Source: an optimization exercise on an open RTL-to-GDS flow (aim: small area, a short achievable clock period and few clock cycles). Production flows keep margins and buffers that such runs may drop.
In this exercise RTL edits were held to simulation tests only and were not proved equivalent to the original.
No activity file was given, so power comes from the tool's default toggle rates.

==> module fpu, before the edit <==
module fpu(
    input  logic [31:0] op_A_in,
    input  logic [31:0] op_B_in,
    input  logic clk,
    input  logic reset,
    input  logic start,
    output logic [31:0] data_out,
    output logic [3:0]  status_out,
    output logic done
);
    logic [7:0]  ea, eb, e_l, gt, eq;
    logic [8:0]  d_ab;
    logic [4:0]  sh;
    logic        a_ge_e, e_eq, fa_lt, a_big, s_l, eff_sub, swap_f, big;
    logic [25:0] m_a, m_b, m_l, m_s, m_s_sh, lost_mask;
    logic        sticky;
    logic [26:0] x, y, g, p, gg, pp, sum;
    always_comb begin
        ea   = op_A_in[30:23];
        eb   = op_B_in[30:23];
        m_a  = {|ea, op_A_in[22:0], 2'b00};
        m_b  = {|eb, op_B_in[22:0], 2'b00};
        d_ab = {1'b0, ea} - {1'b0, eb};
        gt = ea & ~eb;
        eq = ~(ea ^ eb);
        for (int l = 0; l < 3; l++)
            for (int i = 0; i < 8; i += 2 << l) begin
                gt[i] = gt[i + (1 << l)] | (eq[i + (1 << l)] & gt[i]);
                eq[i] = eq[i + (1 << l)] & eq[i];
            end
        a_ge_e = gt[0] | eq[0];
        e_eq   = eq[0];
        fa_lt  = op_A_in[22:0] < op_B_in[22:0];
        e_l  = a_ge_e ? ea  : eb;
        m_l  = a_ge_e ? m_a : m_b;
        m_s  = a_ge_e ? m_b : m_a;
        sh   = a_ge_e ? d_ab[4:0] : eb[4:0] - ea[4:0];
        a_big = e_eq ? ~fa_lt : a_ge_e;
        s_l   = a_big ? op_A_in[31] : op_B_in[31];
        eff_sub = op_A_in[31] ^ op_B_in[31];
        swap_f  = eff_sub & e_eq & fa_lt;
        big       = d_ab[8] ? (d_ab[7:0] <= 8'd231) : (d_ab[7:0] >= 8'd25);
        m_s_sh    = big ? 26'd0 : (m_s >> sh);
        lost_mask = big ? 26'h3ffffff : ~(26'h3ffffff << sh);
        sticky    = |(m_s & lost_mask);
        x = {1'b0, m_l} ^ {27{eff_sub}};
        y = {1'b0, m_s_sh};
        g = x & y;
        p = x ^ y;
        gg = g;
        pp = p;
        gg[0] = g[0] | (p[0] & swap_f);
        for (int l = 0; l < 5; l++)
            for (int i = (2 << l) - 1; i < 27; i += (2 << l)) begin
                gg[i] = gg[i] | (pp[i] & gg[i - (1 << l)]);
                pp[i] = pp[i] & pp[i - (1 << l)];
            end
        for (int l = 3; l >= 0; l--)
            for (int i = (3 << l) - 1; i < 27; i += (2 << l)) begin
                gg[i] = gg[i] | (pp[i] & gg[i - (1 << l)]);
                pp[i] = pp[i] & pp[i - (1 << l)];
            end
        sum = (p ^ {27{eff_sub & ~swap_f}}) ^ {gg[25:0], swap_f};
    end
    logic [26:0] r;
    logic [7:0]  e_q;
    logic        s_q, sticky_q;
    always_ff @(posedge clk) begin
        r        <= sum;
        e_q      <= e_l;
        s_q      <= s_l;
        sticky_q <= sticky;
    end
    always_ff @(posedge clk or negedge reset) begin
        if (!reset) done <= 1'b0;
        else        done <= start;
    end
    logic        zero, left, c_out, uf, ovf;
    logic [25:0] w, n0, n1, n2, n3, n4;
    logic        uf_le, uf_eq;
    logic [23:0] ca;
    logic [22:0] inc, f_out;
    logic [4:0]  k;
    logic [7:0]  e_p1, e_nr, e_left, e_out;
    always_comb begin
        zero = ~|r;
        left = ~r[26] & ~r[25];
        w  = r[26] ? r[26:1] : r[25:0];
        ca = w[25:2];
        for (int l = 0; l < 5; l++)
            for (int i = (2 << l) - 1; i < 24; i += (2 << l))
                ca[i] = ca[i] & ca[i - (1 << l)];
        for (int l = 3; l >= 0; l--)
            for (int i = (3 << l) - 1; i < 24; i += (2 << l))
                ca[i] = ca[i] & ca[i - (1 << l)];
        inc   = w[24:2] ^ ({ca[21:0], 1'b1} & {23{w[0]}});
        c_out = w[0] & ca[23];
        e_p1  = e_q + 8'd1;
        e_nr  = (r[26] | c_out) ? e_p1 : e_q;
        k[4] = ~|r[25:10]; n1 = k[4] ? {r[9:0], 16'd0} : r[25:0];
        k[3] = ~|n1[25:18]; n2 = k[3] ? {n1[17:0], 8'd0} : n1;
        k[2] = ~|n2[25:22]; n3 = k[2] ? {n2[21:0], 4'd0} : n2;
        k[1] = ~|n3[25:24]; n4 = k[1] ? {n3[23:0], 2'd0} : n3;
        k[0] = ~n4[25];     n0 = k[0] ? {n4[24:0], 1'd0} : n4;
        e_left = e_q - {3'd0, k};
        uf_le = 1'b0;
        uf_eq = ~|e_q[7:5];
        for (int i = 4; i >= 0; i--) begin
            uf_le = uf_le | (uf_eq & ~e_q[i] & k[i]);
            uf_eq = uf_eq & ~(e_q[i] ^ k[i]);
        end
        uf   = ~r[26] & (uf_le | uf_eq);
        ovf  = (&e_q) | (~left & e_q == 8'd254 & (r[26] | c_out));
        e_out = left ? e_left : e_nr;
        f_out = left ? n0[24:2] : inc;
        if (zero) begin
            data_out = 32'd0;                   status_out = 4'b0001;
        end else if (ovf) begin
            data_out = {s_q, 8'hFF, 23'd0};     status_out = 4'b0100;
        end else if (uf) begin
            data_out = 32'd0;                   status_out = 4'b1000;
        end else begin
            data_out = {s_q, e_out, f_out};
            status_out = (w[0] && !left) || sticky_q ? 4'b0010 : 4'b0001;
        end
    end
endmodule
export LEC_CHECK = 0
export ABC_AREA = 1
export CAP_MARGIN = 20
export CORE_MARGIN = 2
export CORE_UTILIZATION = 45
export GPL_TIMING_DRIVEN = 0
export SLEW_MARGIN = 20
create_clock -name core_clock -period 10.0 [get_ports {clk}]
standard.sh (not shown) runs the stock make flow with config.mk's settings and CLKGATE_MAP_FILE= SYNTH_SCRIPT=/design/flow/synth_recipe.tcl, a recipe that flattens the netlist after the stock synthesis.
==> flow/flow/run.sh <==
#!/bin/bash
# The standard layout, with plain buffers (sky130_fd_sc_hd__buf_1) on the
# ports in place of the delay cells that buffer_ports picks by default.
# Timing repair aims at 3.6 ns of setup slack up to clock tree synthesis,
# and at 3.0 ns in the repair after global routing.
set -euo pipefail
export BUFFER_PORTS_ARGS="-buffer_cell sky130_fd_sc_hd__buf_1"
SETUP_SLACK_MARGIN=3.6 bash standard.sh cts > standard_make_to_cts.log 2>&1
SETUP_SLACK_MARGIN=3.0 bash standard.sh > standard_make.log 2>&1
Testbench counts at the start, summed over its fixed seeds: cycles 3,200.
==> next run, changes <==
--- a/flow/design.v
+++ b/flow/design.v
@@ -87,13 +87,10 @@
         left = ~r[26] & ~r[25];
         w  = r[26] ? r[26:1] : r[25:0];
         ca = w[25:2];
         for (int l = 0; l < 5; l++)
-            for (int i = (2 << l) - 1; i < 24; i += (2 << l))
-                ca[i] = ca[i] & ca[i - (1 << l)];
-        for (int l = 3; l >= 0; l--)
-            for (int i = (3 << l) - 1; i < 24; i += (2 << l))
-                ca[i] = ca[i] & ca[i - (1 << l)];
+            for (int i = 0; i < 24; i++)
+                if (i[l]) ca[i] = ca[i] & ca[((i >> (l + 1)) << (l + 1)) + (1 << l) - 1];
         inc   = w[24:2] ^ ({ca[21:0], 1'b1} & {23{w[0]}});
         c_out = w[0] & ca[23];
         e_p1  = e_q + 8'd1;
         e_nr  = (r[26] | c_out) ? e_p1 : e_q;
Effect: Total power is higher by about 17%. Synthesized area is higher by 0.56%. Routed wire length is higher by 3.7%. Critical path depth is lower by 2. Non-clock buffer count is lower by 2. Setup slack improved by 0.038 ns. Clock-buffer cell count is lower by 1. Worst hold slack got worse by 0.0075 ns.
Testbench counts after the change, summed over its fixed seeds: cycles 3,200.

[re-timing with driven ports]
No port has a modelled driver above. Below, the same layouts with a new extraction and two added sets of constraints. Step 1 assumes that a clkbuf_16 drives the clock port and a buf_2 every other input. Step 2 adds t to the input delays and takes it off the output delays; t is the mean of the earliest and latest rising clock arrival at the registers after step 1. Input paths then give back, and output paths get back, about the clock's delay inside the block. Slacks: ideal / step 1 / step 2; pairs: ideal / step 1.
| run | t, ns | setup slack, ns | worst setup path at the end | clock arrival spread, ns | worst slew at a driven data input, ns |
|---|---|---|---|---|---|
| the first run | 0.308 | 3.442 / 3.455 / 3.147 | input to register | 0.006 / 0.006 | 0.04 |
| the second run | 0.315 | 3.480 / 3.496 / 3.181 | input to register | 0.008 / 0.008 | 0.05 |
After both steps every run listed still meets setup and hold. For the second run, which loses most, drivers alone change the setup slack by +0.016 ns; drivers and shift together by -0.299 ns.
